From an optimization exercise on the open Yosys and OpenROAD flow, aimed at small area; shortcuts taken in it are not production practice. Only simulation tests tie the RTL to the original design; equivalence was not proved. In every run shown here, the design's own scripts or RTL, not TritonCTS, make the clock network. No driver is modelled on the clock port, so clock power and skew are understated where the tree is cut down; a real chip needs a root buffer or a tree. Power is estimated from default activity; no workload was simulated.

==> flow/design.v <==
`timescale 1ns/1ps
module top #(
    parameter CLKS_PER_BIT = 234
)
(
    input wire clk,
    input wire rst_n,
    input wire uart_rx,
    output wire uart_tx
);
    reg [7:0] tcnt_r;
    wire tick = ~(tcnt_r[7] | tcnt_r[6] | tcnt_r[5] | tcnt_r[2] | tcnt_r[1] | tcnt_r[0]);
    wire tfb  = tcnt_r[7] ^ tcnt_r[4] ^ tcnt_r[2] ^ tcnt_r[0];
    always @(posedge clk) begin
        if (!rst_n || tick)
            tcnt_r <= 8'h12;
        else
            tcnt_r <= {tcnt_r[6:0], tfb};
    end
    reg        rx_active_r;
    reg [5:0]  dcnt_r;
    reg [31:0] a_sr_r;
    reg        carry_r;
    wire rx_bit   = uart_rx;
    wire dtick    = tick && rx_active_r;          
    wire b_half   = dcnt_r[5];
    wire a_bit    = a_sr_r[0];
    wire sum_bit  = rx_bit ^ a_bit ^ carry_r;
    wire carry_nx = (rx_bit & a_bit) | (carry_r & (rx_bit ^ a_bit));
    wire last_bit = dtick && (dcnt_r == 6'd63);   
    always @(posedge clk) begin
        if (!rst_n) begin
            rx_active_r <= 1'b0;
            dcnt_r      <= 6'd0;
        end else if (tick) begin
            if (!rx_active_r) begin
                if (!rx_bit)
                    rx_active_r <= 1'b1;
            end else begin
                dcnt_r <= dcnt_r + 6'd1;
                if (dcnt_r[2:0] == 3'd7)
                    rx_active_r <= 1'b0;
            end
        end
    end
    always @(posedge clk) begin
        if (dtick) begin
            a_sr_r  <= {rx_bit, a_sr_r[31:1]};
            carry_r <= b_half & carry_nx;         
        end
    end
    reg [3:0] tx_frm_r;
    reg       tx_r;
    wire      frm_on = tx_frm_r[3] | tx_frm_r[2];    
    always @(posedge clk) begin
        if (!rst_n) begin
            tx_frm_r <= 4'd0;
            tx_r     <= 1'b1;
        end else if (tick) begin
            if (last_bit)
                tx_frm_r <= 4'd6;
            else if (frm_on)
                tx_frm_r <= tx_frm_r + 4'd1;
            if (frm_on)
                tx_r <= tx_frm_r[3] ? (carry_r & ~|tx_frm_r[2:0]) : ~tx_frm_r[0];
            else if (b_half)
                tx_r <= rx_active_r ? sum_bit : rx_bit;
            else
                tx_r <= 1'b1;
        end
    end
    assign uart_tx = tx_r;
endmodule
==> flow/flow/run.sh <==
#!/bin/bash
# Layout flow: the standard ORFS flow (standard.sh) with these changes:
#  - synthesis is the standard script, but abc maps the logic with an
#    area-oriented script (flow/area.abc); flip-flop mapping is unchanged;
#  - the ports are buffered with the smallest buffer, buf_1;
#  - after clock tree synthesis, flow/clock_tree.tcl replaces the tree with
#    four buf_4 cells fed straight from the clock port, one per group of
#    nearby flip-flops, and shrinks oversized repair buffers to buf_4.
# Each ORFS step writes its own log under orfs/logs; make's output goes to
# flow_make.log.
set -euo pipefail
F=$PWD/flow
export MY_ABC_SCRIPT=$F/area.abc
bash standard.sh \
  SYNTH_SCRIPT=$F/synth.tcl \
  "BUFFER_PORTS_ARGS=-buffer_cell sky130_fd_sc_hd__buf_1" \
  POST_CTS_TCL=$F/clock_tree.tcl \
  finish > flow_make.log 2>&1
==> flow/flow/area.abc <==
strash; dc2; strash; dc2; dch -f; amap
==> flow/flow/clock_tree.tcl <==
# POST_CTS_TCL hook: replace the clock tree that clock_tree_synthesis built
# with a few clock buffers driven straight from the clock port, one per
# group of nearby flip-flops.
set ncl 4
set buf_master_name sky130_fd_sc_hd__buf_4
if { [info exists ::env(OWN_CTS_GROUPS)] } { set ncl $::env(OWN_CTS_GROUPS) }
if { [info exists ::env(OWN_CTS_BUF)] } { set buf_master_name $::env(OWN_CTS_BUF) }

set db [ord::get_db]
set block [ord::get_db_block]
set clk_net [[$block findBTerm clk] getNet]

# flip-flop clock pins
set sinks {}
foreach inst [$block getInsts] {
  set m [[$inst getMaster] getName]
  if { [regexp {__(e?dfxtp|dfrtp|dfstp|dfxbp)_} $m] } {
    lappend sinks [$inst findITerm CLK]
  }
}
puts "own clock tree: [llength $sinks] flip-flops"

# remove the cells and nets clock_tree_synthesis added
foreach inst [$block getInsts] {
  set n [$inst getName]
  if { [string match clkbuf_* $n] || [string match clkload* $n] } {
    odb::dbInst_destroy $inst
  }
}
foreach net [$block getNets] {
  if { [string match clknet_* [$net getName]] && [llength [$net getITerms]] == 0 } {
    odb::dbNet_destroy $net
  }
}

# split the flip-flops into ncl (a power of two) groups of equal size by
# halving along x, then y, and so on
proc split_groups { idxs pts depth axis } {
  if { $depth == 0 } { return [list $idxs] }
  set keyed {}
  foreach i $idxs { lappend keyed [list $i [lindex [lindex $pts $i] $axis]] }
  set keyed [lsort -real -index 1 $keyed]
  set h [expr {[llength $keyed] / 2}]
  set lo {}; set hi {}
  foreach k [lrange $keyed 0 [expr {$h - 1}]] { lappend lo [lindex $k 0] }
  foreach k [lrange $keyed $h end] { lappend hi [lindex $k 0] }
  return [concat [split_groups $lo $pts [expr {$depth - 1}] [expr {1 - $axis}]] \
    [split_groups $hi $pts [expr {$depth - 1}] [expr {1 - $axis}]]]
}
set pts {}
foreach s $sinks {
  set b [[$s getInst] getBBox]
  lappend pts [list [expr {([$b xMin] + [$b xMax]) / 2.0}] [expr {([$b yMin] + [$b yMax]) / 2.0}]]
}
set idxs {}
for { set i 0 } { $i < [llength $pts] } { incr i } { lappend idxs $i }
set depth [expr {int(round(log($ncl) / log(2)))}]
set groups [split_groups $idxs $pts $depth 0]
set assign [lrepeat [llength $pts] 0]
set cents {}
set k 0
foreach g $groups {
  set sx 0; set sy 0
  foreach i $g {
    lset assign $i $k
    set sx [expr {$sx + [lindex [lindex $pts $i] 0]}]
    set sy [expr {$sy + [lindex [lindex $pts $i] 1]}]
  }
  lappend cents [list [expr {$sx / [llength $g]}] [expr {$sy / [llength $g]}]]
  incr k
}
set ncl [llength $groups]

set master [$db findMaster $buf_master_name]
for { set k 0 } { $k < $ncl } { incr k } {
  set inst [odb::dbInst_create $block $master "clkbuf_own_$k"]
  set net [odb::dbNet_create $block "clknet_own_$k"]
  $net setSigType CLOCK
  [$inst findITerm A] connect $clk_net
  [$inst findITerm X] connect $net
  set n 0
  foreach s $sinks a $assign {
    if { $a == $k } { $s disconnect; $s connect $net; incr n }
  }
  set c [lindex $cents $k]
  $inst setLocation [expr {int([lindex $c 0])}] [expr {int([lindex $c 1])}]
  $inst setPlacementStatus PLACED
  puts "own clock tree: clkbuf_own_$k drives $n flip-flops"
}
# repair_design buffers heavy nets with very large buffers; a buf_4 drives
# the loads here within the slew and capacitance limits
set buf4 [$db findMaster sky130_fd_sc_hd__buf_4]
foreach inst [$block getInsts] {
  if { [regexp {__buf_(6|8|12|16)$} [[$inst getMaster] getName]] } {
    puts "own clock tree: [$inst getName] resized to buf_4"
    $inst swapMaster $buf4
  }
}
global_connect
detailed_placement
check_placement -verbose
estimate_parasitics -placement
repair_timing -hold -hold_margin 0.05
detailed_placement
check_placement -verbose
report_clock_skew
report_check_types -max_slew -max_capacitance -violators
==> flow/flow/synth.tcl <==
proc synth {args} { yosys synth -nofsm -noshare {*}$args }
proc abc {args} {
  # same abc call as the standard synthesis, with an area-oriented script
  set i [lsearch -exact $args -script]
  if { $i >= 0 && [info exists ::env(MY_ABC_SCRIPT)] } { lset args [expr {$i + 1}] $::env(MY_ABC_SCRIPT) }
  yosys abc {*}$args
}
source $::env(SCRIPTS_DIR)/synth.tcl
# left out here: clear keep_hierarchy, flatten, clean up, hide names made inside functions, write 1_2_yosys.v
==> flow/standard.sh <==
#!/bin/bash
# synth_recipe.tcl (not shown) runs the flow's synth.tcl, then flattens the netlist and writes it again
# the make line also repeats each setting of config.mk as NAME=value (left out here)
make -C /OpenROAD-flow-scripts/flow DESIGN_CONFIG=/design/flow/config.mk WORK_HOME=/design/flow/orfs CLKGATE_MAP_FILE= SYNTH_SCRIPT=/design/flow/synth_recipe.tcl "${@:-finish}"
==> flow/config.mk <==
export PLATFORM = sky130hd
export DESIGN_NAME = top
export DESIGN_NICKNAME = top
export VERILOG_FILES = /design/flow/design.v
export SDC_FILE = /design/flow/constraint.sdc
export NUM_CORES = 4
export LEC_CHECK = 0
export CAP_MARGIN = 20
export CORE_MARGIN = 2
export CORE_UTILIZATION = 40
export SLEW_MARGIN = 20
==> flow/constraint.sdc <==
create_clock -name core_clock -period 37.037 [get_ports {clk}]
set_input_delay 7.4074 -clock core_clock [delete_from_list [all_inputs] [get_ports {clk}]]
set_output_delay 7.4074 -clock core_clock [all_outputs]
set_load 0.01 [all_outputs]
==> results of run 1 <==
## area by class of cell
| cell class | count | area, µm² | share of cell area |
|---|---|---|---|
| Buffer | 4 | 30.0 | 0.0155 |
| Inverter | 13 | 48.8 | 0.0252 |
| Multi-Input combinational cell | 64 | 380 | 0.197 |
| Sequential cell | 53 | 1390 | 0.719 |
| Tap cell | 52 | 65.1 | 0.0336 |
| Timing Repair Buffer | 4 | 18.8 | 0.00970 |
## stage by stage
stage / cell area (µm²) / instances
after global placement: 1900 / 185
after detailed placement: 1910 / 186
final: 1930 / 190
after floorplan: 1820 / 130
after global routing: 1930 / 190
## logic make-up after synthesis
group | share of synthesized area
DFF | 0.764
AOI/OAI and AO/OA | 0.0735
adders and majority gates | 0.0385
buffers and inverters | 0.0268
and+or+nand+nor | 0.0969
## cells in the mapped netlist, types with 2 or more instances
cell type	n	area share
a21oi_1	6	0.016
clkinv_1	13	0.027
nor2_1	20	0.041
a22oi_1	2	0.0082
ha_1	4	0.027
o21ai_0	4	0.011
edfxtp_1	33	0.54
and3_1	4	0.014
nand3_1	6	0.016
nor3_1	2	0.0055
nand2_1	3	0.0062
dfxtp_1	20	0.22
a2111oi_0	2	0.0096
## power by group through the flow
stage / clock network (µW) / logic, µW / registers [µW]
6_report: 18.3 / 5.50 / 65.7
5_1_grt: 21.0 / 6.33 / 66.1
3_5_place_dp: 0 / 5.57 / 67.0
3_3_place_gp: 0 / 5.37 / 67.0
2_1_floorplan: 0 / 4.24 / 66.8
## sequential cells by signal, summed over array words and instances (netlist names)
signal / cells
a_sr_r: 32
tcnt_r: 8
tx_frm_r: 4
rx_active_r: 1
dcnt_r: 6
carry_r: 1
tx_r: 1
## final timing paths
| path | endpoint | slack [ns] |
|---|---|---|
| setup reg to reg | tx_frm_r[3] | 34.52 |
| hold / removal | a_sr_r[6] | 0.42 |
| hold reg to reg | a_sr_r[6] | 0.42 |
| setup / recovery | tx_r | 28.58 |
## cells in the final DEF, fill, tap and decap left out, types with 3 or more instances in the layout
cell,n
and3_1,4
edfxtp_1,33
dfxtp_1,20
nand3_1,6
buf_4,5
nand2_1,3
buf_1,3
clkinv_1,13
o21ai_0,4
a21oi_1,6
nor2_1,20
ha_1,4
## metal layers
layer | up-vias | global-route usage | share of wire
li1 | 483 | - | -
met1 | 469 | 0.143 | 0.50
met2 | 9 | 0.171 | 0.46
met3 | 2 | 0.0394 | 0.030
met4 | 0 | 0.0398 | 0.0028
met5 | - | 0 | 0
## worst max-delay path: cells and delay by family
| family | cells | cell delay (ns) |
|---|---|---|
| compound gates | 2 | 0.43 |
| fa+ha+maj | 1 | 0.47 |
| buf+inv | 1 | 0.11 |
| simple gates | 1 | 0.08 |
==> metrics.cfg, run 1 <==
[timing]
number_of_hold_violations_in_the_final_report=0
fmax_ghz=0.118
final-max-slew-violation-count=0
min_period_ns=8.46
grt_setup_unrepaired=no
totalNegativeSetupSlack_ns=0
setup_ws_ns=28.58
timing.clock.skew_ns=0.0146
slew_headroom=0.547
worst_pin_slew_ns=0.676
hold_ws_ns=0.416
share_of_the_clock_period_used_by_the_worst_path=0.228
setup-violations-final=0

[critical_path]
crit_slowest_cell=fa_1
worstSetupStartpoint=uart_rx
r2r_start=tcnt_r[7]
number_of_cells_on_the_worst_reg_to_reg_path=10
critPathLaunchType=input port
arrival_ns=8.51
critPathMaxStageDelay_ns=0.47
crit_path_max_fanout=3
crit_chain=buf_1 > fa_1 > a21oi_1 > nand3_1 > a221o_1
crit_type=input port to flop
worstPathRequired_ns=37.09
crit_path_end_kind=flop

[status]
run_status=timing/DRC/antenna clean

[synthesis]
yosys_warnings=1
synthesis.area_um2=1820
async_sr_flop_fraction=0
synth_area_per_cell_um2=14.0
number_of_nets_produced_by_synthesis=138
yosysSeqAreaShare=0.764
synth_enable_flop_cells=33
postSynthCellCount=130
synth_cell_types=24
yosys_most_used_dff=edfxtp_1
synth_seq_cells=53

[finish]
design.final.nets=152
final_layout_size_suffix_gt1_frac=0.0362
antenna_cells_inserted=0
fillerInstances=408
finish.utilization=0.441
area_delta_synth_final_pct=6.25

[pwr]
leakagePower_uw=0.000655
irDropWorstVdd_v=0.0000311
internal_power_uw=72.2
power_frac_seq=0.734
cellPowerDensity_nw_per_um2=46.3
fin_total_pwr_uw=89.5
clock_network_fraction_of_design_power=0.204
swShare=0.193
comb_power_share=0.061
total_switching_power_uw=17.3

[grt]
grt-ovfl-total=0
grt_resource_usage_total=0.110
grt_start_max_net_pins=23
first_pass_grt_wire_length_um=4270
grt_antenna_before_repair=0
vias_in_the_first_global_route=959

[hold_path]
timing.hold.worst.start=a_sr_r[7]
worst_hold_path_type=flop to flop
min_path_cells=0

[flow_run]
timing.max_cap.violations=0

[die]
floorplan.core_area_um2=4380
die_w_um=71.5
start_util=0.415
cell_rows=24
die_h_um=71.5
fp.dieArea_um2=5110
io_pins=4

[drt]
dr.pass1.iters=4
drt-total-wl_um=2460
post_route_drc=0
route.antenna.remaining_nets=0
post_drt_via_cell_ratio=5.07
detail_route.iter0.violations=34
wl_per_cell_um=13.0
via_count=963

[placement]
routabilityCongestion=0.751
detailedPlacementHpwl_um=1620
port_buffers=3
dp_slack_ns=28.39

[clocking]
cts.reportedPaths.clkPinSlew_ns=0.12
clock_insertion_delay_worst_skew_ns=0.15
numClockSinks=53

==> run 2: changes to the inputs <==
--- a/flow/design.v
+++ b/flow/design.v
@@ -52,5 +52,5 @@
     reg [3:0] tx_frm_r;
     reg       tx_r;
-    wire      frm_on = tx_frm_r[3] | tx_frm_r[2];    
+    wire      frm_on = |tx_frm_r;
     always @(posedge clk) begin
         if (!rst_n) begin
@@ -59,9 +59,9 @@
         end else if (tick) begin
             if (last_bit)
-                tx_frm_r <= 4'd6;
+                tx_frm_r <= 4'd10;
             else if (frm_on)
-                tx_frm_r <= tx_frm_r + 4'd1;
+                tx_frm_r <= tx_frm_r - 4'd1;
             if (frm_on)
-                tx_r <= tx_frm_r[3] ? (carry_r & ~|tx_frm_r[2:0]) : ~tx_frm_r[0];
+                tx_r <= tx_frm_r[3] & ~tx_frm_r[0] & (tx_frm_r[1] | carry_r);
             else if (b_half)
                 tx_r <= rx_active_r ? sum_bit : rx_bit;
==> run 2 against run 1 <==
Total power is 2.9% higher; sequential power is 1% higher; largest cell class unchanged; register-to-register slack worse by 0.51 ns; flip-flop and latch count stayed put; combinational power is 25% higher; still clean on timing, DRC and antenna; via count is 1.9% lower.
==> metrics.cfg, run 2 <==
[status]
run_status=timing/DRC/antenna clean  ; unchanged

[placement]
placement.cell_area_um2=1890  ; was 1910 µm²
port_buffers=3  ; unchanged
detailedPlacementHpwl_um=1530  ; was 1620 µm
routabilityCongestion=0.786  ; was 0.751

[critical_path]
arrival_ns=8.42  ; was 8.51 ns
crit_path_end_kind=flop  ; unchanged
cpLargestDelayFamily=adder cells  ; unchanged
critPathMaxStageDelay_ns=0.47  ; about the same
worstPathRequired_ns=37.09  ; about the same
critPathLaunchType=input port  ; unchanged
crit_type=input port to flop  ; unchanged
cp_num_buf_inv=1  ; unchanged
crit_chain=buf_1 > fa_1 > nand2_1 > a31oi_1 > o32a_1  ; was buf_1 > fa_1 > a21oi_1 > nand3_1 > a221o_1
crit_slowest_cell=fa_1  ; unchanged
crit_path_max_fanout=3  ; unchanged

[finish]
multi_input_area_um2=360  ; was 380 µm²
largest_register_ff_count=32  ; unchanged
antenna_cells_inserted=0  ; unchanged
design_area_um2=1920  ; was 1930 µm²
biggestRegsByFlops=a_sr_r: 32 flops, tcnt_r: 8 flops, dcnt_r: 6 flops  ; unchanged
regArea_um2=1390  ; unchanged
design.final.nets=147  ; was 152
final_layout_size_suffix_gt1_frac=0.0448  ; was 0.0362
fillerInstances=387  ; was 408
area_delta_synth_final_pct=6.46  ; was 6.25%
registers.top_by_ff_count=a_sr_r  ; unchanged
highest_count_cells_in_the_layout_ignoring_fill_and_taps=edfxtp_1, dfxtp_1, clkinv_1  ; was edfxtp_1, nor2_1, dfxtp_1
layout.cells.most_common=edfxtp_1  ; unchanged

[timing]
min_period_ns=8.37  ; was 8.46 ns
share_of_the_clock_period_used_by_the_worst_path=0.226  ; was 0.228
fmax_ghz=0.120  ; was 0.118 GHz
final-max-slew-violation-count=0  ; unchanged
setup-violations-final=0  ; unchanged
number_of_hold_violations_in_the_final_report=0  ; unchanged
totalNegativeSetupSlack_ns=0  ; unchanged
timing.clock.skew_ns=0.00882  ; was 0.0146 ns
grt_setup_unrepaired=no  ; unchanged
worst_pin_slew_ns=0.477  ; was 0.676 ns
slew_headroom=0.680  ; was 0.547

[synthesis]
synth_seq_cells=53  ; unchanged
post_synthesis_compound_gate_area_fraction=0.0778  ; was 0.0735
async_sr_flop_fraction=0  ; unchanged
muxShareOfSynthArea=0  ; unchanged
yosys_warnings=1  ; unchanged
synth.largest_area_cell=edfxtp_1  ; unchanged
postSynthCellCount=126  ; was 130
synth_area_per_cell_um2=14.3  ; was 14.0 µm²
synth.cells.most_frequent=edfxtp_1, dfxtp_1, clkinv_1  ; was edfxtp_1, dfxtp_1, nor2_1
netlist_top_cells_area=edfxtp_1, dfxtp_1, clkinv_1  ; was edfxtp_1, dfxtp_1, nor2_1
synthesis.area_um2=1800  ; was 1820 µm²
post_synth_xor_area_fraction=0.00486  ; was 0
post_synthesis_share_of_cell_area_spent_on_and_or_nand_and_nor_gates=0.0840  ; was 0.0969
synth_cell_types=25  ; was 24
number_of_nets_produced_by_synthesis=133  ; was 138
synth_largest_type_area_fraction=0.550  ; was 0.544
dominant_combinational_cell_family_by_area_after_synthesis=simple AND/OR/NAND/NOR gates  ; unchanged
synth_enable_flop_cells=33  ; unchanged
synthMostInstantiatedCell=edfxtp_1  ; unchanged
synthAdderAreaFrac=0.0319  ; was 0.0385
yosysSeqAreaShare=0.772  ; was 0.764
yosys_most_used_dff=edfxtp_1  ; unchanged

[clocking]
clock_insertion_delay_worst_skew_ns=0.15  ; about the same
numClockSinks=53  ; unchanged
cts.reportedPaths.clkPinSlew_ns=0.11  ; was 0.12 ns

[pwr]
leakagePower_uw=0.000628  ; was 0.000655 µW
cellPowerDensity_nw_per_um2=48.0  ; was 46.3 nW/µm²
irDropWorstVdd_v=0.0000200  ; was 0.0000311 V

[grt]
grt-ovfl-total=0  ; unchanged
vias_in_the_first_global_route=874  ; was 959
grt_resource_usage_total=0.106  ; was 0.110
grt_antenna_before_repair=0  ; unchanged
first_pass_grt_wire_length_um=4110  ; was 4270 µm
grt_start_max_net_pins=38  ; was 23

[die]
floorplan.core_area_um2=4350  ; was 4380 µm²
io_pins=4  ; unchanged
die_h_um=71.1  ; was 71.5 µm
fp.dieArea_um2=5060  ; was 5110 µm²
start_util=0.414  ; was 0.415
die_w_um=71.1  ; was 71.5 µm
cell_rows=24  ; unchanged

[drt]
route.antenna.remaining_nets=0  ; unchanged
post_route_drc=0  ; unchanged
drt-total-wl_um=2410  ; was 2460 µm
wl_met1_um=1260  ; was 1240 µm
wl_per_cell_um=13.0  ; about the same
dr.pass1.iters=4  ; unchanged
topRoutingLayerUsed=met4  ; unchanged
via_count=945  ; was 963
post_drt_via_cell_ratio=5.08  ; was 5.07
met2WireLength_um=1100  ; was 1140 µm
detailed_route_wirelength_on_metal3_um=38  ; was 75 µm
detail_route.iter0.violations=30  ; was 34

[flow_run]
timing.max_cap.violations=0  ; unchanged

[hold_path]
worst_hold_path_type=flop to flop  ; unchanged

-- run 2: power breakdown --
group | internal, µW | switching [µW] | total [µW]
combinational | 2.60 | 4.25 | 6.85
clock | 5.71 | 13.0 | 18.7
sequential | 65.1 | 1.45 | 66.5
total | 73.4 | 18.7 | 92.1
-- run 2: cell families after synthesis --
kind of cell	Yosys count
fa+ha+maj	4
xor+xnor	1
compound gates	21
simple gates	33
buf+inv	14
flops	53
-- run 2: cell type report --
cell class                 instances  area share
buffer                             4      0.0157
inverter                          14      0.0274
multi-input combinational         59       0.188
sequential                        53       0.725
tap                               52      0.0339
timing repair buffer               4     0.00978
-- run 2: final timing paths --
kind / end / cells after the start / slack (ns) / from
hold / removal: a_sr_r[21] / 0 / 0.43 / a_sr_r[22]
setup reg to reg: tx_frm_r[3] / 11 / 34.01 / tcnt_r[2]
setup / recovery: tx_r / 5 / 28.67 / uart_rx
hold reg to reg: a_sr_r[21] / 0 / 0.43 / a_sr_r[22]
-- run 2: routing by layer --
metal	vias up	global-route usage
met3	2	0.0427
met5	-	0
met1	458	0.153
met2	10	0.147
li1	475	-
met4	0	0.0314
-- run 2: stage by stage --
step	total power [µW]	utilization	cells	setup slack [ns]	hold slack, ns
detailed placement	74.7	0.434	182	28.48	0.401
floorplan	72.8	-	126	28.65	0.384
global placement	74.3	0.434	182	28.50	0.406
finish	92.1	0.441	186	28.67	0.429
global route	96.0	0.441	186	28.61	0.444
-- run 2: worst register-to-register path: cells and delay by family (launching register included) --
family                 cells  cell delay (ns)
DFF                        1             0.35
buffers and inverters      2             0.32
and+or+nand+nor            7             1.71
AOI/OAI and AO/OA          2             0.53
==> run 3: changes to the inputs <==
--- a/flow/design.v
+++ b/flow/design.v
@@ -9,12 +9,13 @@
     output wire uart_tx
 );
-    reg [7:0] tcnt_r;
-    wire tick = ~(tcnt_r[7] | tcnt_r[6] | tcnt_r[5] | tcnt_r[2] | tcnt_r[1] | tcnt_r[0]);
-    wire tfb  = tcnt_r[7] ^ tcnt_r[4] ^ tcnt_r[2] ^ tcnt_r[0];
+    reg  [7:0] tcnt_r;
+    wire [7:0] tq   = tcnt_r ^ 8'haa;
+    wire       tick = &tq[6:1];
+    wire       tfb  = tq[7] ^ (tq[2] | tq[6]);
     always @(posedge clk) begin
         if (!rst_n || tick)
-            tcnt_r <= 8'h12;
+            tcnt_r <= 8'h01 ^ 8'haa;
         else
-            tcnt_r <= {tcnt_r[6:0], tfb};
+            tcnt_r <= {~tcnt_r[6:0], tfb};
     end
     reg        rx_active_r;
--- a/flow/flow/clock_tree.tcl
+++ b/flow/flow/clock_tree.tcl
@@ -101,4 +101,38 @@
 check_placement -verbose
 estimate_parasitics -placement
+
+set slew_target 0.100
+if { [info exists ::env(OWN_CTS_SLEW_TARGET)] } { set slew_target $::env(OWN_CTS_SLEW_TARGET) }
+proc worst_clk_slew { k } {
+  set net [[ord::get_db_block] findNet "clknet_own_$k"]
+  set worst 0
+  foreach it [$net getITerms] {
+    if { [$it isOutputSignal] } { continue }
+    set pin [get_pins "[[$it getInst] getName]/[[$it getMTerm] getName]"]
+    foreach a {max min} {
+      foreach e {rise fall} {
+        set v [get_property $pin slew_${a}_$e]
+        if { [string is double -strict $v] && $v > $worst } { set worst $v }
+      }
+    }
+  }
+  return $worst
+}
+set sizes {sky130_fd_sc_hd__buf_4 sky130_fd_sc_hd__buf_6 sky130_fd_sc_hd__buf_8 sky130_fd_sc_hd__buf_12 sky130_fd_sc_hd__buf_16}
+for { set k 0 } { $k < $ncl } { incr k } {
+  set inst [$block findInst "clkbuf_own_$k"]
+  set i [lsearch -exact $sizes [[$inst getMaster] getName]]
+  while { 1 } {
+    set w [worst_clk_slew $k]
+    puts "own clock tree: clkbuf_own_$k [[$inst getMaster] getName] estimated worst slew [format %.1f [expr {$w * 1e12}]] ps"
+    if { $w <= $slew_target * 1e-9 || $i < 0 || $i >= [llength $sizes] - 1 } { break }
+    incr i
+    $inst swapMaster [$db findMaster [lindex $sizes $i]]
+    estimate_parasitics -placement
+  }
+}
+detailed_placement
+check_placement -verbose
+estimate_parasitics -placement
 repair_timing -hold -hold_margin 0.05
 detailed_placement
==> run 3 against run 2 <==
Still clean; register-to-register slack lost 0.26 ns; via count shrank 2.4%; critical path depth is the same; routed wire length shrank 4.7%; die area shrank 1.4%; core utilization grew 1.5 points; sequential share of layout area shrank 1.9 points; largest cell class unchanged; highest routed layer unchanged.
==> metrics.cfg, run 3 <==
[pwr]
irDropWorstVdd_v=0.0000364  ; was 0.0000200 V
leakagePower_uw=0.000634  ; was 0.000628 µW
cellPowerDensity_nw_per_um2=51.1  ; was 48.0 nW/µm²
fin_total_pwr_uw=101  ; was 92.1 µW

[synthesis]
yosys_most_used_dff=edfxtp_1  ; unchanged
postSynthCellCount=123  ; was 126
synth.largest_area_cell=edfxtp_1  ; unchanged
async_sr_flop_fraction=0  ; unchanged
yosys_warnings=1  ; unchanged
number_of_nets_produced_by_synthesis=130  ; was 133
synth_cell_types=22  ; was 25
synthesis.area_um2=1770  ; was 1800 µm²
synth_largest_type_area_fraction=0.559  ; was 0.550
synth_enable_flop_cells=33  ; unchanged
synth_seq_cells=53  ; unchanged
synth_area_per_cell_um2=14.4  ; was 14.3 µm²
yosysSeqAreaShare=0.784  ; was 0.772
netlist_top_cells_area=edfxtp_1, dfxtp_1, nor2_1  ; was edfxtp_1, dfxtp_1, clkinv_1
synthMostInstantiatedCell=edfxtp_1  ; unchanged
synth.cells.most_frequent=edfxtp_1, dfxtp_1, nor2_1  ; was edfxtp_1, dfxtp_1, clkinv_1

[timing]
fmax_ghz=0.117  ; was 0.120 GHz
min_period_ns=8.57  ; was 8.37 ns
timing.clock.skew_ns=0.00860  ; was 0.00882 ns
final-max-slew-violation-count=0  ; unchanged
number_of_hold_violations_in_the_final_report=0  ; unchanged
totalNegativeSetupSlack_ns=0  ; unchanged
share_of_the_clock_period_used_by_the_worst_path=0.231  ; was 0.226
setup-violations-final=0  ; unchanged
slew_headroom=0.704  ; was 0.680
grt_setup_unrepaired=no  ; unchanged
worst_pin_slew_ns=0.444  ; was 0.477 ns

[die]
io_pins=4  ; unchanged
start_util=0.410  ; was 0.414
floorplan.core_area_um2=4320  ; was 4350 µm²
die_h_um=70.6  ; was 71.1 µm
fp.dieArea_um2=4980  ; was 5060 µm²
cell_rows=24  ; unchanged
die_w_um=70.6  ; was 71.1 µm

[clocking]
clock_insertion_delay_worst_skew_ns=0.11  ; was 0.15 ns
numClockSinks=53  ; unchanged
cts.reportedPaths.clkPinSlew_ns=0.06  ; was 0.11 ns

[grt]
vias_in_the_first_global_route=885  ; was 874
grt_start_max_net_pins=39  ; was 38
grt-ovfl-total=0  ; unchanged
first_pass_grt_wire_length_um=4070  ; was 4110 µm
grt_resource_usage_total=0.107  ; was 0.106
grt_antenna_before_repair=0  ; unchanged

[finish]
final_layout_size_suffix_gt1_frac=0.0458  ; was 0.0448
largest_register_ff_count=32  ; unchanged
layout.cells.most_common=edfxtp_1  ; unchanged
registers.top_by_ff_count=a_sr_r  ; unchanged
highest_count_cells_in_the_layout_ignoring_fill_and_taps=edfxtp_1, dfxtp_1, nor2_1  ; was edfxtp_1, dfxtp_1, clkinv_1
area_delta_synth_final_pct=11.1  ; was 6.46%
biggestRegsByFlops=a_sr_r: 32 flops, tcnt_r: 8 flops, dcnt_r: 6 flops  ; unchanged
antenna_cells_inserted=0  ; unchanged
design.final.nets=144  ; was 147

[drt]
route.antenna.remaining_nets=0  ; unchanged
post_route_drc=0  ; unchanged
detail_route.iter0.violations=15  ; was 30
post_drt_via_cell_ratio=5.04  ; was 5.08
drt-total-wl_um=2300  ; was 2410 µm
dr.pass1.iters=4  ; unchanged
via_count=922  ; was 945
wl_per_cell_um=12.5  ; was 13.0 µm

[status]
run_status=timing/DRC/antenna clean  ; unchanged

[placement]
port_buffers=3  ; unchanged
detailedPlacementHpwl_um=1470  ; was 1530 µm
routabilityCongestion=0.704  ; was 0.786

[critical_path]
crit_type=input port to flop  ; unchanged
critPathLaunchType=input port  ; unchanged
arrival_ns=8.57  ; was 8.42 ns
crit_path_max_fanout=8  ; was 3
worstSetupStartpoint=rst_n  ; was uart_rx
r2r_start=tcnt_r[5]  ; was tcnt_r[2]
crit_path_end_kind=flop  ; unchanged
worstPathRequired_ns=37.04  ; was 37.09 ns

[flow_run]
timing.max_cap.violations=0  ; unchanged

[hold_path]
worst_hold_path_type=flop to flop  ; unchanged
timing.hold.worst.start=tcnt_r[0]  ; was a_sr_r[22]

## run 3: final timing paths
path	to	slack, ns	depth (start not counted)
worst min-delay path	tcnt_r[1]	0.37	1
worst min register to register	tcnt_r[1]	0.37	1
worst max-delay path	tx_r	28.47	5
worst max register to register	tx_frm_r[3]	33.75	12
## run 3: metrics by stage
step                 util  cell area, µm²  cells  setup slack (ns)  hold slack, ns
floorplan               -            1770    123             28.65           0.343
global placement    0.430            1860    179             28.41           0.351
detailed placement  0.430            1860    179             28.35           0.360
global route        0.456            1970    183             28.33           0.375
finish              0.456            1970    183             28.47           0.370
## run 3: cell type report
class | instances | area, µm²
flip-flops and latches | 53 | 1390
repair buffers | 4 | 18.8
fillers | 398 | 2350
well taps | 52 | 65.1
plain buffers | 4 | 110
multi-input cells | 58 | 340
inverters | 12 | 45.0
## run 3: worst max-delay path: stages
cell	delay, ns
buf_1	0.18
clkinv_1	0.24
nor2_1	0.36
clkinv_1	0.20
o32a_1	0.18
## run 3: logic make-up (layout without fill, tap and decap cells)
group	after synthesis	count (layout)	synth area share
simple gates	35	35	0.0860
fa+ha+maj	4	4	0.0324
flops	53	53	0.784
compound gates	19	19	0.0719
buf+inv	12	20	0.0254
## run 3: power breakdown
group	internal [µW]	switching (µW)
combinational	0.239	0.574
clock	24.1	13.2
sequential	62.3	0.147
## run 3: layer usage
layer | part of all wire | GRT usage
met5 | 0 | 0
met4 | 0.011 | 0.0314
met3 | 0.032 | 0.0427
met2 | 0.43 | 0.148
met1 | 0.53 | 0.157
==> run 4: changes to the inputs <==
--- a/flow/flow/clock_tree.tcl
+++ b/flow/flow/clock_tree.tcl
@@ -102,5 +102,5 @@
 estimate_parasitics -placement
 
-set slew_target 0.100
+set slew_target 0.115
 if { [info exists ::env(OWN_CTS_SLEW_TARGET)] } { set slew_target $::env(OWN_CTS_SLEW_TARGET) }
 proc worst_clk_slew { k } {
@@ -125,6 +125,6 @@
   while { 1 } {
     set w [worst_clk_slew $k]
-    puts "own clock tree: clkbuf_own_$k [[$inst getMaster] getName] estimated worst slew [format %.1f [expr {$w * 1e12}]] ps"
-    if { $w <= $slew_target * 1e-9 || $i < 0 || $i >= [llength $sizes] - 1 } { break }
+    puts "own clock tree: clkbuf_own_$k [[$inst getMaster] getName] estimated worst slew [format %.1f [expr {$w * 1e3}]] ps"
+    if { $w <= $slew_target || $i < 0 || $i >= [llength $sizes] - 1 } { break }
     incr i
     $inst swapMaster [$db findMaster [lindex $sizes $i]]
==> run 4 against run 3 <==
Global-route usage is 0.061 points lower; clock power shrank 47%; register-to-register slack worse by 0.06 ns; largest power group unchanged.
==> metrics.cfg, run 4 <==
[status]
run_status=timing/DRC/antenna clean  ; unchanged

[synthesis]
netlist_top_cells_area=edfxtp_1, dfxtp_1, nor2_1  ; unchanged
yosys_warnings=1  ; unchanged
synth_largest_type_area_fraction=0.559  ; unchanged
synth_cell_types=22  ; unchanged
synth_area_per_cell_um2=14.4  ; unchanged
synth_enable_flop_cells=33  ; unchanged
yosysSeqAreaShare=0.784  ; unchanged
synthMostInstantiatedCell=edfxtp_1  ; unchanged
number_of_nets_produced_by_synthesis=130  ; unchanged
dominant_combinational_cell_family_by_area_after_synthesis=simple AND/OR/NAND/NOR gates  ; unchanged
muxShareOfSynthArea=0  ; unchanged
post_synth_xor_area_fraction=0  ; unchanged
synth.cells.most_frequent=edfxtp_1, dfxtp_1, nor2_1  ; unchanged
synth.largest_area_cell=edfxtp_1  ; unchanged
synth_seq_cells=53  ; unchanged
synthAdderAreaFrac=0.0324  ; unchanged
async_sr_flop_fraction=0  ; unchanged
post_synthesis_share_of_cell_area_spent_on_and_or_nand_and_nor_gates=0.0860  ; unchanged
postSynthCellCount=123  ; unchanged
synthesis.area_um2=1770  ; unchanged
yosys_most_used_dff=edfxtp_1  ; unchanged
post_synthesis_compound_gate_area_fraction=0.0719  ; unchanged

[die]
start_util=0.410  ; unchanged
fp.dieArea_um2=4980  ; unchanged
floorplan.core_area_um2=4320  ; unchanged
die_h_um=70.6  ; unchanged
cell_rows=24  ; unchanged
die_w_um=70.6  ; unchanged
io_pins=4  ; unchanged

[critical_path]
worstPathRequired_ns=37.06  ; was 37.04 ns
crit_type=input port to flop  ; unchanged
crit_path_max_fanout=8  ; unchanged
critPathLaunchType=input port  ; unchanged
arrival_ns=8.57  ; about the same
crit_path_end_kind=flop  ; unchanged

[grt]
grt_antenna_before_repair=0  ; unchanged
vias_in_the_first_global_route=875  ; was 885
grt_start_max_net_pins=39  ; unchanged
grt-ovfl-total=0  ; unchanged
first_pass_grt_wire_length_um=4070  ; unchanged
grt_resource_usage_total=0.106  ; was 0.107

[drt]
post_route_drc=0  ; unchanged
wl_per_cell_um=12.5  ; about the same
detail_route.iter0.violations=17  ; was 15
drt-total-wl_um=2290  ; was 2300 µm
post_drt_via_cell_ratio=5.02  ; was 5.04
via_count=919  ; was 922
dr.pass1.iters=4  ; unchanged
route.antenna.remaining_nets=0  ; unchanged

[placement]
place.detailed.instances=179  ; unchanged
port_buffers=3  ; unchanged
detailedPlacementHpwl_um=1470  ; unchanged
routabilityCongestion=0.704  ; unchanged

[finish]
highest_count_cells_in_the_layout_ignoring_fill_and_taps=edfxtp_1, dfxtp_1, nor2_1  ; unchanged
design.final.nets=144  ; unchanged
fillerInstances=410  ; was 398
largest_register_ff_count=32  ; unchanged
biggestRegsByFlops=a_sr_r: 32 flops, tcnt_r: 8 flops, dcnt_r: 6 flops  ; unchanged
layout.cells.most_common=edfxtp_1  ; unchanged
area_delta_synth_final_pct=6.77  ; was 11.1%
final_cells=183  ; unchanged
antenna_cells_inserted=0  ; unchanged
registers.top_by_ff_count=a_sr_r  ; unchanged
final_layout_size_suffix_gt1_frac=0.0458  ; unchanged

[timing]
worst_pin_slew_ns=0.446  ; was 0.444 ns
totalNegativeSetupSlack_ns=0  ; unchanged
fmax_ghz=0.117  ; about the same
min_period_ns=8.55  ; was 8.57 ns
setup-violations-final=0  ; unchanged
slew_headroom=0.703  ; was 0.704
final-max-slew-violation-count=0  ; unchanged
number_of_hold_violations_in_the_final_report=0  ; unchanged
grt_setup_unrepaired=no  ; unchanged
timing.clock.skew_ns=0.0201  ; was 0.00860 ns
share_of_the_clock_period_used_by_the_worst_path=0.231  ; about the same

[hold_path]
worst_hold_path_type=flop to flop  ; unchanged

[clocking]
numClockSinks=53  ; unchanged
clock_insertion_delay_worst_skew_ns=0.15  ; was 0.11 ns
cts.reportedPaths.clkPinSlew_ns=0.11  ; was 0.06 ns

[pwr]
irDropWorstVdd_v=0.0000251  ; was 0.0000364 V
leakagePower_uw=0.000604  ; was 0.000634 µW
fin_total_pwr_uw=82.9  ; was 101 µW
cellPowerDensity_nw_per_um2=43.8  ; was 51.1 nW/µm²

[flow_run]
timing.max_cap.violations=0  ; unchanged

run 4: cell type report:
| class | count | area (µm²) | area share |
|---|---|---|---|
| multi-input combinational | 58 | 340 | 0.180 |
| sequential | 53 | 1390 | 0.734 |
| buffer | 4 | 33.8 | 0.0178 |
| inverter | 12 | 45.0 | 0.0238 |
| tap | 52 | 65.1 | 0.0343 |
| timing repair buffer | 4 | 18.8 | 0.00991 |
run 4: layer usage:
layer,global-route usage,up-vias,share of wire
li1,-,460,-
met1,0.161,441,0.53
met2,0.145,14,0.42
met3,0.0256,4,0.025
met4,0.0503,0,0.020
met5,0,-,0
run 4: where the power goes:
| group | switching, µW | internal [µW] | total (µW) |
|---|---|---|---|
| combinational | 0.581 | 0.239 | 0.820 |
| clock | 13.3 | 6.45 | 19.7 |
| sequential | 0.146 | 62.2 | 62.3 |
run 4: cells by family after synthesis:
kind of cell	count (synthesis)
AND/OR/NAND/NOR	35
buffers and inverters	12
flip-flops	53
adder cells (fa/ha/maj)	4
AO/OA/AOI/OAI	19
run 4: worst max-delay path, stage by stage:
cell and delay, ns:
buf_1 0.18, clkinv_1 0.24, nor2_1 0.36, clkinv_1 0.20
o32a_1 0.18
run 4: final timing paths:
path / end / slack, ns / start / cells past startpoint
worst max register to register: tx_frm_r[3] / 33.69 / tcnt_r[5] / 12
worst min-delay path: tcnt_r[1] / 0.38 / tcnt_r[0] / 1
worst min register to register: tcnt_r[1] / 0.38 / tcnt_r[0] / 1
worst max-delay path: tx_r / 28.49 / rst_n / 5
run 4: metrics by stage:
stage,worst slack [ns],utilization,hold WS [ns],area (µm²)
6_report,28.49,0.438,0.381,1890
5_1_grt,28.36,0.438,0.390,1890
3_5_place_dp,28.35,0.430,0.360,1860
3_3_place_gp,28.41,0.430,0.351,1860
2_1_floorplan,28.65,-,0.343,1770
==> run 5: changes to the inputs <==
--- a/flow/flow/run.sh
+++ b/flow/flow/run.sh
@@ -5,6 +5,8 @@
 #  - the ports are buffered with the smallest buffer, buf_1;
 #  - after clock tree synthesis, flow/clock_tree.tcl replaces the tree with
-#    four buf_4 cells fed straight from the clock port, one per group of
-#    nearby flip-flops, and shrinks oversized repair buffers to buf_4.
+#    four buffers fed straight from the clock port, one per group of nearby
+#    flip-flops, each the smallest of buf_4/6/8/12/16 whose estimated slew
+#    at its flip-flops is at most 115 ps, and shrinks oversized repair
+#    buffers to buf_4.
 # Each ORFS step writes its own log under orfs/logs; make's output goes to
 # flow_make.log.
==> run 5 against run 4 <==
Largest power group unchanged; clock skew is the same; synthesized area unchanged; global-route usage unchanged; clock power hardly changed; critical path depth stayed put; hold slack did not move; via count is the same; still clean on timing, DRC and antenna.
==> metrics.cfg, run 5 <==
[finish]
regArea_um2=1390  ; unchanged
final_layout_size_suffix_gt1_frac=0.0458  ; unchanged
design.final.nets=144  ; unchanged
design_area_um2=1890  ; unchanged
area_delta_synth_final_pct=6.77  ; unchanged
fillerInstances=410  ; unchanged
registers.top_by_ff_count=a_sr_r  ; unchanged
multi_input_area_um2=340  ; unchanged
antenna_cells_inserted=0  ; unchanged
biggestRegsByFlops=a_sr_r: 32 flops, tcnt_r: 8 flops, dcnt_r: 6 flops  ; unchanged
largest_register_ff_count=32  ; unchanged
highest_count_cells_in_the_layout_ignoring_fill_and_taps=edfxtp_1, dfxtp_1, nor2_1  ; unchanged
layout.cells.most_common=edfxtp_1  ; unchanged

[synthesis]
netlist_top_cells_area=edfxtp_1, dfxtp_1, nor2_1  ; unchanged
number_of_nets_produced_by_synthesis=130  ; unchanged
yosys_warnings=1  ; unchanged
post_synthesis_compound_gate_area_fraction=0.0719  ; unchanged
yosysSeqAreaShare=0.784  ; unchanged
synth.largest_area_cell=edfxtp_1  ; unchanged
muxShareOfSynthArea=0  ; unchanged
dominant_combinational_cell_family_by_area_after_synthesis=simple AND/OR/NAND/NOR gates  ; unchanged
synth_largest_type_area_fraction=0.559  ; unchanged
async_sr_flop_fraction=0  ; unchanged
post_synthesis_share_of_cell_area_spent_on_and_or_nand_and_nor_gates=0.0860  ; unchanged
synth.cells.most_frequent=edfxtp_1, dfxtp_1, nor2_1  ; unchanged
synth_seq_cells=53  ; unchanged
synth_enable_flop_cells=33  ; unchanged
synth_area_per_cell_um2=14.4  ; unchanged
synth_cell_types=22  ; unchanged
synthAdderAreaFrac=0.0324  ; unchanged
synthMostInstantiatedCell=edfxtp_1  ; unchanged
synthesis.area_um2=1770  ; unchanged
yosys_most_used_dff=edfxtp_1  ; unchanged
postSynthCellCount=123  ; unchanged
post_synth_xor_area_fraction=0  ; unchanged

[critical_path]
critPathLaunchType=input port  ; unchanged
arrival_ns=8.57  ; about the same
critPathMaxStageDelay_ns=0.36  ; about the same
cp_num_buf_inv=3  ; unchanged
worstPathRequired_ns=37.06  ; about the same
crit_slowest_cell=nor2_1  ; unchanged
crit_chain=buf_1 > clkinv_1 > nor2_1 > clkinv_1 > o32a_1  ; unchanged
crit_type=input port to flop  ; unchanged
timing.critical_path.mode_cell=clkinv_1  ; unchanged
crit_path_end_kind=flop  ; unchanged
cpLargestDelayFamily=buffers and inverters  ; unchanged
crit_path_max_fanout=8  ; unchanged

[timing]
hold_ws_ns=0.381  ; unchanged
totalNegativeSetupSlack_ns=0  ; unchanged
worst_pin_slew_ns=0.446  ; unchanged
slew_headroom=0.703  ; unchanged
number_of_hold_violations_in_the_final_report=0  ; unchanged
min_period_ns=8.55  ; unchanged
setup-violations-final=0  ; unchanged
timing.clock.skew_ns=0.0201  ; unchanged
fmax_ghz=0.117  ; unchanged
grt_setup_unrepaired=no  ; unchanged
final-max-slew-violation-count=0  ; unchanged
share_of_the_clock_period_used_by_the_worst_path=0.231  ; unchanged

[grt]
grt-ovfl-total=0  ; unchanged
grt_start_max_net_pins=39  ; unchanged
grt_antenna_before_repair=0  ; unchanged
first_pass_grt_wire_length_um=4070  ; unchanged
grt_resource_usage_total=0.106  ; unchanged
vias_in_the_first_global_route=875  ; unchanged

[status]
run_status=timing/DRC/antenna clean  ; unchanged

[drt]
dr.pass1.iters=4  ; unchanged
route.antenna.remaining_nets=0  ; unchanged
via_count=919  ; unchanged
post_drt_via_cell_ratio=5.02  ; unchanged
detail_route.iter0.violations=17  ; unchanged
post_route_drc=0  ; unchanged
wl_per_cell_um=12.5  ; unchanged
drt-total-wl_um=2290  ; unchanged

[pwr]
leakagePower_uw=0.000604  ; unchanged
cellPowerDensity_nw_per_um2=43.8  ; unchanged
irDropWorstVdd_v=0.0000251  ; unchanged

[die]
die_h_um=70.6  ; unchanged
cell_rows=24  ; unchanged
floorplan.core_area_um2=4320  ; unchanged
die_w_um=70.6  ; unchanged
start_util=0.410  ; unchanged
fp.dieArea_um2=4980  ; unchanged
io_pins=4  ; unchanged

[clocking]
clock_insertion_delay_worst_skew_ns=0.15  ; about the same
cts.reportedPaths.clkPinSlew_ns=0.11  ; about the same
numClockSinks=53  ; unchanged

[flow_run]
timing.max_cap.violations=0  ; unchanged

[placement]
placement.cell_area_um2=1860  ; unchanged
detailedPlacementHpwl_um=1470  ; unchanged
routabilityCongestion=0.704  ; unchanged
port_buffers=3  ; unchanged

[hold_path]
worst_hold_path_type=flop to flop  ; unchanged

==> run 5: cell counts after synthesis <==
No cell type changed its count.
==> run 5: cells by family after synthesis <==
logic type / count (synthesis)
AO/OA/AOI/OAI: 19
adder cells (fa/ha/maj): 4
buffers and inverters: 12
flip-flops: 53
AND/OR/NAND/NOR: 35
==> run 5: layout make-up <==
type                    instances  share of cell area
flip-flops and latches         53               0.734
plain buffers                   4              0.0178
well taps                      52              0.0343
inverters                      12              0.0238
repair buffers                  4             0.00991
multi-input cells              58               0.180
==> run 5: final timing paths <==
path              startpoint           to  slack (ns)  cells after the start
hold / removal     tcnt_r[0]    tcnt_r[1]        0.38                      1
setup / recovery       rst_n         tx_r       28.49                      5
setup reg to reg   tcnt_r[5]  tx_frm_r[3]       33.69                     12
hold reg to reg    tcnt_r[0]    tcnt_r[1]        0.38                      1
==> run 5: metal layers <==
metal	vias up	wire length [µm]	track usage
li1	460	-	-
met1	441	1210	0.161
met2	14	972	0.145
met3	4	58	0.0256
met4	0	46	0.0503
met5	-	0	0
==> run 5: power by group <==
group / switching (µW) / internal, µW / leakage (µW) / total [µW]
logic: 0.581 / 0.239 / 0.000124 / 0.820
clock network: 13.3 / 6.45 / 0.0000205 / 19.7
registers: 0.146 / 62.2 / 0.000460 / 62.3
total: 14.0 / 68.9 / 0.000604 / 82.9
==> run 5: metrics by stage <==
| stage | cells | setup WS [ns] | power (µW) | util |
|---|---|---|---|---|
| 2_1_floorplan | 123 | 28.65 | 64.2 | - |
| 3_3_place_gp | 179 | 28.41 | 64.5 | 0.430 |
| 3_5_place_dp | 179 | 28.35 | 64.5 | 0.430 |
| 5_1_grt | 183 | 28.36 | 85.8 | 0.438 |
| 6_report | 183 | 28.49 | 82.9 | 0.438 |
==> run 6: changes to the inputs <==
--- a/flow/flow/run.sh
+++ b/flow/flow/run.sh
@@ -2,5 +2,7 @@
 # Layout flow: the standard ORFS flow (standard.sh) with these changes:
 #  - synthesis is the standard script, but abc maps the logic with an
-#    area-oriented script (flow/area.abc); flip-flop mapping is unchanged;
+#    area-oriented script (flow/area.abc) and adders are left to abc
+#    instead of being mapped to half/full adder cells first
+#    (ADDER_MAP_FILE empty); flip-flop mapping is unchanged;
 #  - the ports are buffered with the smallest buffer, buf_1;
 #  - after clock tree synthesis, flow/clock_tree.tcl replaces the tree with
@@ -16,4 +18,5 @@
 bash standard.sh \
   SYNTH_SCRIPT=$F/synth.tcl \
+  ADDER_MAP_FILE= \
   "BUFFER_PORTS_ARGS=-buffer_cell sky130_fd_sc_hd__buf_1" \
   POST_CTS_TCL=$F/clock_tree.tcl \
==> run 6 against run 5 <==
Critical path depth increased by 4; via count decreased by 4.6%; final area decreased by 3.1%; die area decreased by 3.0%; register-to-register slack improved by 0.43 ns; global-route usage increased by 0.67 points; sequential power about the same; largest power group unchanged.
==> metrics.cfg, run 6 <==
[critical_path]
crit_slowest_cell=a211oi_1  ; was nor2_1
worstPathRequired_ns=37.09  ; was 37.06 ns
timing.reg2reg.setup_slack_ns=34.12  ; was 33.69 ns
critPathMaxStageDelay_ns=0.27  ; was 0.36 ns
crit_chain=buf_1 > clkinv_1 > nor2_1 > a21oi_1 > o211a_1 > a211oi_1 > nor2_1 > nor3_1 > a21oi_1  ; was buf_1 > clkinv_1 > nor2_1 > clkinv_1 > o32a_1
arrival_ns=8.69  ; was 8.57 ns
cpLargestDelayFamily=compound AO/OA/AOI/OAI gates  ; was buffers and inverters
crit_path_end_kind=flop  ; unchanged
crit_path_max_fanout=3  ; was 8
critPathLaunchType=input port  ; unchanged
crit_type=input port to flop  ; unchanged
cp_num_buf_inv=2  ; was 3

[timing]
setup_ws_ns=28.39  ; was 28.49 ns
final-max-slew-violation-count=0  ; unchanged
fmax_ghz=0.116  ; was 0.117 GHz
share_of_the_clock_period_used_by_the_worst_path=0.233  ; was 0.231
totalNegativeSetupSlack_ns=0  ; unchanged
worst_pin_slew_ns=0.856  ; was 0.446 ns
setup-violations-final=0  ; unchanged
min_period_ns=8.65  ; was 8.55 ns
number_of_hold_violations_in_the_final_report=0  ; unchanged
timing.clock.skew_ns=0.0333  ; was 0.0201 ns
slew_headroom=0.429  ; was 0.703
grt_setup_unrepaired=no  ; unchanged

[drt]
via_count=877  ; was 919
post_route_drc=0  ; unchanged
drt-total-wl_um=2390  ; was 2290 µm
route.antenna.remaining_nets=0  ; unchanged
detail_route.iter0.violations=62  ; was 17
post_drt_via_cell_ratio=4.87  ; was 5.02
dr.pass1.iters=4  ; unchanged
wl_per_cell_um=13.3  ; was 12.5 µm

[die]
io_pins=4  ; unchanged
die_w_um=69.5  ; was 70.6 µm
start_util=0.423  ; was 0.410
fp.dieArea_um2=4840  ; was 4980 µm²
cell_rows=23  ; was 24
floorplan.core_area_um2=4060  ; was 4320 µm²
die_h_um=69.5  ; was 70.6 µm

[finish]
layout.cells.most_common=edfxtp_1  ; unchanged
highest_count_cells_in_the_layout_ignoring_fill_and_taps=edfxtp_1, dfxtp_1, nor2_1  ; unchanged
multi_input_area_um2=288  ; was 340 µm²
fillerInstances=355  ; was 410
final_cells=180  ; was 183
area_delta_synth_final_pct=6.85  ; was 6.77%
design_area_um2=1840  ; was 1890 µm²
registers.top_by_ff_count=a_sr_r  ; unchanged
final_layout_size_suffix_gt1_frac=0.0462  ; was 0.0458
largest_register_ff_count=32  ; unchanged
biggestRegsByFlops=a_sr_r: 32 flops, tcnt_r: 8 flops, dcnt_r: 6 flops  ; unchanged
antenna_cells_inserted=0  ; unchanged
design.final.nets=139  ; was 144
regArea_um2=1390  ; unchanged

[grt]
grt-ovfl-total=0  ; unchanged
vias_in_the_first_global_route=897  ; was 875
grt_resource_usage_total=0.113  ; was 0.106
grt_start_max_net_pins=19  ; was 39
grt_antenna_before_repair=0  ; unchanged
first_pass_grt_wire_length_um=4200  ; was 4070 µm

[placement]
placement.cell_area_um2=1800  ; was 1860 µm²
port_buffers=3  ; unchanged
routabilityCongestion=0.714  ; was 0.704
dp_slack_ns=28.24  ; was 28.35 ns
detailedPlacementHpwl_um=1570  ; was 1470 µm
place.detailed.instances=176  ; was 179

[synthesis]
synthMostInstantiatedCell=edfxtp_1  ; unchanged
synth.largest_area_cell=edfxtp_1  ; unchanged
synth_largest_type_area_fraction=0.577  ; was 0.559
synth_area_per_cell_um2=14.1  ; was 14.4 µm²
synthesis.area_um2=1720  ; was 1770 µm²
number_of_nets_produced_by_synthesis=125  ; was 130
netlist_top_cells_area=edfxtp_1, dfxtp_1, nor2_1  ; unchanged
yosysSeqAreaShare=0.810  ; was 0.784
yosys_warnings=1  ; unchanged
async_sr_flop_fraction=0  ; unchanged
synth_cell_types=17  ; was 22
postSynthCellCount=122  ; was 123
yosys_most_used_dff=edfxtp_1  ; unchanged
synth.cells.most_frequent=edfxtp_1, dfxtp_1, nor2_1  ; unchanged
synth_enable_flop_cells=33  ; unchanged
synth_seq_cells=53  ; unchanged

[pwr]
total_switching_power_uw=13.4  ; was 14.0 µW
power_frac_seq=0.758  ; was 0.752
internal_power_uw=68.9  ; about the same
cellPowerDensity_nw_per_um2=44.8  ; was 43.8 nW/µm²
clock_network_fraction_of_design_power=0.232  ; was 0.238
leakagePower_uw=0.000596  ; was 0.000604 µW
comb_power_share=0.010  ; about the same
swShare=0.163  ; was 0.169
irDropWorstVdd_v=0.0000256  ; was 0.0000251 V

[clocking]
clock_insertion_delay_worst_skew_ns=0.15  ; about the same
numClockSinks=53  ; unchanged
cts.reportedPaths.clkPinSlew_ns=0.11  ; about the same

[hold_path]
worst_hold_path_type=flop to flop  ; unchanged

[status]
run_status=timing/DRC/antenna clean  ; unchanged

[flow_run]
timing.max_cap.violations=0  ; unchanged

run 6: layout make-up:
class                           instances  share of cell area
Inverter                               11              0.0225
Timing Repair Buffer                    4              0.0102
Tap cell                               50              0.0341
Sequential cell                        53               0.758
Buffer                                  4              0.0184
Multi-Input combinational cell         58               0.157
run 6: cells by family (layout without fill, tap and decap cells):
kind of cell | after synthesis | count (layout) | share of synthesized area
AOI/OAI and AO/OA | 15 | 15 | 0.0539
buffers and inverters | 11 | 19 | 0.0240
DFF | 53 | 53 | 0.810
and+or+nand+nor | 43 | 43 | 0.112
run 6: final timing paths:
check | start | to | cells past startpoint
hold / removal | tcnt_r[0] | tcnt_r[1] | 1
setup / recovery | uart_rx | tx_r | 9
setup reg to reg | tcnt_r[5] | tx_frm_r[3] | 14
hold reg to reg | tcnt_r[0] | tcnt_r[1] | 1
run 6: metal layers:
metal / global-route usage / wire [µm] / up-vias / part of all wire
li1: - / - / 447 / -
met1: 0.151 / 1180 / 418 / 0.49
met3: 0.0305 / 57 / 6 / 0.024
met5: 0 / 0 / - / 0
met2: 0.172 / 1100 / 6 / 0.46
met4: 0.0523 / 51 / 0 / 0.021
run 6: power by group through the flow:
stage	Clock (µW)	Sequential, µW	Combinational [µW]
global route	22.6	62.4	0.956
floorplan	0	63.6	0.554
finish	19.1	62.4	0.835
global placement	0	63.7	0.780
detailed placement	0	63.7	0.831
run 6: through the flow:
step | hold slack, ns | utilization | power, µW
after floorplan | 0.343 | - | 64.2
after global placement | 0.351 | 0.444 | 64.5
after detailed placement | 0.362 | 0.444 | 64.5
after global routing | 0.401 | 0.452 | 85.9
final | 0.384 | 0.452 | 82.3
==> run 7: changes to the inputs <==
--- a/flow/flow/run.sh
+++ b/flow/flow/run.sh
@@ -18,5 +18,5 @@
 bash standard.sh \
   SYNTH_SCRIPT=$F/synth.tcl \
-  ADDER_MAP_FILE= \
+  ADDER_MAP_FILE= CAP_MARGIN=0 SLEW_MARGIN=0 \
   "BUFFER_PORTS_ARGS=-buffer_cell sky130_fd_sc_hd__buf_1" \
   POST_CTS_TCL=$F/clock_tree.tcl \
==> flow/flow/area.abc (replaced) <==
strash; dc2; strash; dc2; dch -f; amap -F 1000 -A 1000 -E 0
==> run 7 against run 6 <==
Hold slack lost 0.016 ns; total power shrank 0.17%; synthesized area shrank 1.5%; first-iteration DRC count shrank 34%; die area shrank 1.4%; still clean; worst setup slack gained 0.056 ns; synthesized cell count shrank 9.0%; critical endpoint unchanged; global-route usage shrank 1.4 points; sequential share of layout area grew 1.0 points; maximum frequency grew 0.66%; critical path depth shrank 1.
==> metrics.cfg, run 7 <==
[status]
run_status=timing/DRC/antenna clean  ; unchanged

[finish]
largest_register_ff_count=32  ; unchanged
highest_count_cells_in_the_layout_ignoring_fill_and_taps=edfxtp_1, dfxtp_1, nand2_1  ; was edfxtp_1, dfxtp_1, nor2_1
fillerInstances=378  ; was 355
design_area_um2=1810  ; was 1840 µm²
regArea_um2=1390  ; unchanged
area_delta_synth_final_pct=6.95  ; was 6.85%
registers.top_by_ff_count=a_sr_r  ; unchanged
multi_input_area_um2=282  ; was 288 µm²
antenna_cells_inserted=0  ; unchanged
final_layout_size_suffix_gt1_frac=0.0504  ; was 0.0462
biggestRegsByFlops=a_sr_r: 32 flops, tcnt_r: 8 flops, dcnt_r: 6 flops  ; unchanged
design.final.nets=128  ; was 139
layout.cells.most_common=edfxtp_1  ; unchanged

[drt]
post_route_drc=0  ; unchanged
detail_route.iter0.violations=41  ; was 62
wl_per_cell_um=12.4  ; was 13.3 µm
post_drt_via_cell_ratio=5.09  ; was 4.87
drt-total-wl_um=2090  ; was 2390 µm
dr.pass1.iters=4  ; unchanged
route.antenna.remaining_nets=0  ; unchanged
via_count=861  ; was 877

[critical_path]
reg_to_reg_critical_path_endpoint=tx_frm_r[2]  ; was tx_frm_r[3]
worstSetupStartpoint=uart_rx  ; unchanged
crit_path_end_kind=flop  ; unchanged
crit_chain=buf_1 > nand2_1 > o21a_1 > nand2_1 > o211ai_1 > a2111o_1 > a21oi_1 > o32a_1  ; was buf_1 > clkinv_1 > nor2_1 > a21oi_1 > o211a_1 > a211oi_1 > nor2_1 > nor3_1 > a21oi_1
critPathMaxStageDelay_ns=0.37  ; was 0.27 ns
crit_path_max_fanout=5  ; was 3
crit_type=input port to flop  ; unchanged
r2r_start=tcnt_r[5]  ; unchanged
critical_path.endpoint=tx_r  ; unchanged
crit_cells=8  ; was 9
arrival_ns=8.65  ; was 8.69 ns
worstPathRequired_ns=37.10  ; was 37.09 ns
number_of_cells_on_the_worst_reg_to_reg_path=14  ; unchanged
critPathLaunchType=input port  ; unchanged
timing.reg2reg.setup_slack_ns=33.90  ; was 34.12 ns
timing.critical_path.mode_cell=nand2_1
cpLargestDelayFamily=compound AO/OA/AOI/OAI gates  ; unchanged
crit_slowest_cell=a2111o_1  ; was a211oi_1
cp_num_buf_inv=1  ; was 2

[placement]
port_buffers=3  ; unchanged
detailedPlacementHpwl_um=1330  ; was 1570 µm
placement.cell_area_um2=1780  ; was 1800 µm²
routabilityCongestion=0.858  ; was 0.714

[synthesis]
yosysSeqAreaShare=0.822  ; was 0.810
synthesis.area_um2=1690  ; was 1720 µm²
synthMostInstantiatedCell=edfxtp_1  ; unchanged
postSynthCellCount=111  ; was 122
synth_enable_flop_cells=33  ; unchanged
synth.cells.most_frequent=edfxtp_1, dfxtp_1, nand2_1  ; was edfxtp_1, dfxtp_1, nor2_1
netlist_top_cells_area=edfxtp_1, dfxtp_1, nand2_1  ; was edfxtp_1, dfxtp_1, nor2_1
synth.largest_area_cell=edfxtp_1  ; unchanged
yosys_warnings=1  ; unchanged
yosys_most_used_dff=edfxtp_1  ; unchanged
synth_largest_type_area_fraction=0.585  ; was 0.577
async_sr_flop_fraction=0  ; unchanged
synth_seq_cells=53  ; unchanged
synth_area_per_cell_um2=15.3  ; was 14.1 µm²
number_of_nets_produced_by_synthesis=114  ; was 125
synth_cell_types=20  ; was 17

[die]
start_util=0.420  ; was 0.423
die_h_um=69.1  ; was 69.5 µm
cell_rows=23  ; unchanged
floorplan.core_area_um2=4030  ; was 4060 µm²
die_w_um=69.1  ; was 69.5 µm
fp.dieArea_um2=4770  ; was 4840 µm²
io_pins=4  ; unchanged

[timing]
totalNegativeSetupSlack_ns=0  ; unchanged
fmax_ghz=0.116  ; about the same
setup-violations-final=0  ; unchanged
timing.clock.skew_ns=0.0338  ; was 0.0333 ns
min_period_ns=8.59  ; was 8.65 ns
grt_setup_unrepaired=no  ; unchanged
share_of_the_clock_period_used_by_the_worst_path=0.232  ; was 0.233
hold_ws_ns=0.368  ; was 0.384 ns
slew_headroom=0.655  ; was 0.429
number_of_hold_violations_in_the_final_report=0  ; unchanged
final-max-slew-violation-count=0  ; unchanged
worst_pin_slew_ns=0.511  ; was 0.856 ns

[clocking]
numClockSinks=53  ; unchanged
clock_insertion_delay_worst_skew_ns=0.15  ; about the same
cts.reportedPaths.clkPinSlew_ns=0.08  ; was 0.11 ns

[grt]
grt_start_max_net_pins=37  ; was 19
first_pass_grt_wire_length_um=3710  ; was 4200 µm
vias_in_the_first_global_route=780  ; was 897
grt_antenna_before_repair=0  ; unchanged
grt_resource_usage_total=0.0985  ; was 0.113
grt-ovfl-total=0  ; unchanged

[pwr]
fin_total_pwr_uw=82.2  ; was 82.3 µW
irDropWorstVdd_v=0.0000218  ; was 0.0000256 V
leakagePower_uw=0.000587  ; was 0.000596 µW
cellPowerDensity_nw_per_um2=45.4  ; was 44.8 nW/µm²

[flow_run]
timing.max_cap.violations=0  ; unchanged

[hold_path]
worst_hold_path_type=flop to flop  ; unchanged

[run 7: power breakdown]
part / switching, µW / leakage [µW] / internal, µW / total (µW)
sequential: 0.152 / 0.000460 / 62.2 / 62.3
clock: 12.6 / 0.0000205 / 6.44 / 19.1
combinational: 0.542 / 0.000107 / 0.203 / 0.745
[run 7: cell type report]
class	instances	share of cell area
Multi-Input combinational cell	52	0.155
Timing Repair Buffer	4	0.0104
Buffer	4	0.0187
Sequential cell	53	0.768
Tap cell	50	0.0346
Inverter	6	0.0124
[run 7: how the worst min path moves through the flow]
stage / endpoint / from / slack, ns / cells past startpoint
finish: tcnt_r[1] / tcnt_r[0] / 0.37 / 1
global route: tcnt_r[1] / tcnt_r[0] / 0.38 / 1
global placement: tcnt_r[1] / tcnt_r[0] / 0.35 / 1
detailed placement: tcnt_r[1] / tcnt_r[0] / 0.36 / 1
floorplan: tcnt_r[1] / tcnt_r[0] / 0.34 / 1
[run 7: stage by stage]
step / worst slack (ns) / utilization / instances
floorplan: 28.66 / - / 111
finish: 28.45 / 0.449 / 169
global route: 28.33 / 0.449 / 169
global placement: 28.44 / 0.441 / 165
detailed placement: 28.35 / 0.441 / 165
[run 7: layer usage]
metal  track usage  vias up  part of all wire
met5             0        -                 0
met4        0.0196        0                 0
met3        0.0482        0             0.022
met2         0.132       11              0.45
met1         0.145      426              0.53
li1              -      424                 -
[run 7: kinds of logic (layout without fill, tap and decap cells)]
group,count (synthesis),count (layout),share of synthesized area
flip-flops,53,53,0.822
AO/OA/AOI/OAI,23,23,0.0894
AND/OR/NAND/NOR,29,29,0.0754
buffers and inverters,6,14,0.0133
[run 7: worst register-to-register path: cells and delay by family (launching register included)]
family / cells / cell delay (ns)
simple gates: 11 / 2.16
buf+inv: 1 / 0.39
compound gates: 2 / 0.21
flops: 1 / 0.32

==> port drivers added, routing unchanged <==
How much do the figures lean on ideal ports? The routed layouts below were timed once more, with nothing changed but the port constraints. Step 1 (the two cells are an assumption about what drives the block):
set clk [get_ports {clk}]
set_driving_cell -lib_cell sky130_fd_sc_hd__clkbuf_16 $clk
set_driving_cell -lib_cell sky130_fd_sc_hd__buf_2 [delete_from_list [all_inputs] $clk]
Step 2 moves the port delays by t, midway between the first and last clock arrival at a register: inputs arrive t later, outputs are due t later. That takes back most of the time a late clock gives input paths. Three values: ideal ports, drivers, drivers and shift; two values: the first two.
run | t, ns | setup WS [ns] | clock arrival spread, ns | worst slew at a driven data input, ns | pins driven straight from the clock port
run 1 | 0.187 | 28.581 / 28.606 / 28.419 | 0.015 / 0.014 | 0.03 | 4
run 2 | 0.189 | 28.670 / 28.694 / 28.505 | 0.009 / 0.009 | 0.03 | 4
run 3 | 0.193 | 28.466 / 28.531 / 28.338 | 0.009 / 0.008 | 0.03 | 4
run 4 | 0.181 | 28.492 / 28.514 / 28.332 | 0.021 / 0.021 | 0.03 | 4
run 5 | 0.181 | 28.492 / 28.514 / 28.332 | 0.021 / 0.021 | 0.03 | 4
run 6 | 0.177 | 28.392 / 28.416 / 28.238 | 0.033 / 0.033 | 0.03 | 4
run 7 | 0.172 | 28.448 / 28.468 / 28.296 | 0.034 / 0.034 | 0.03 | 4
After both steps every run listed still meets setup and hold. For run 2, which loses most, drivers alone change the setup slack by +0.024 ns; drivers and shift together by -0.165 ns.
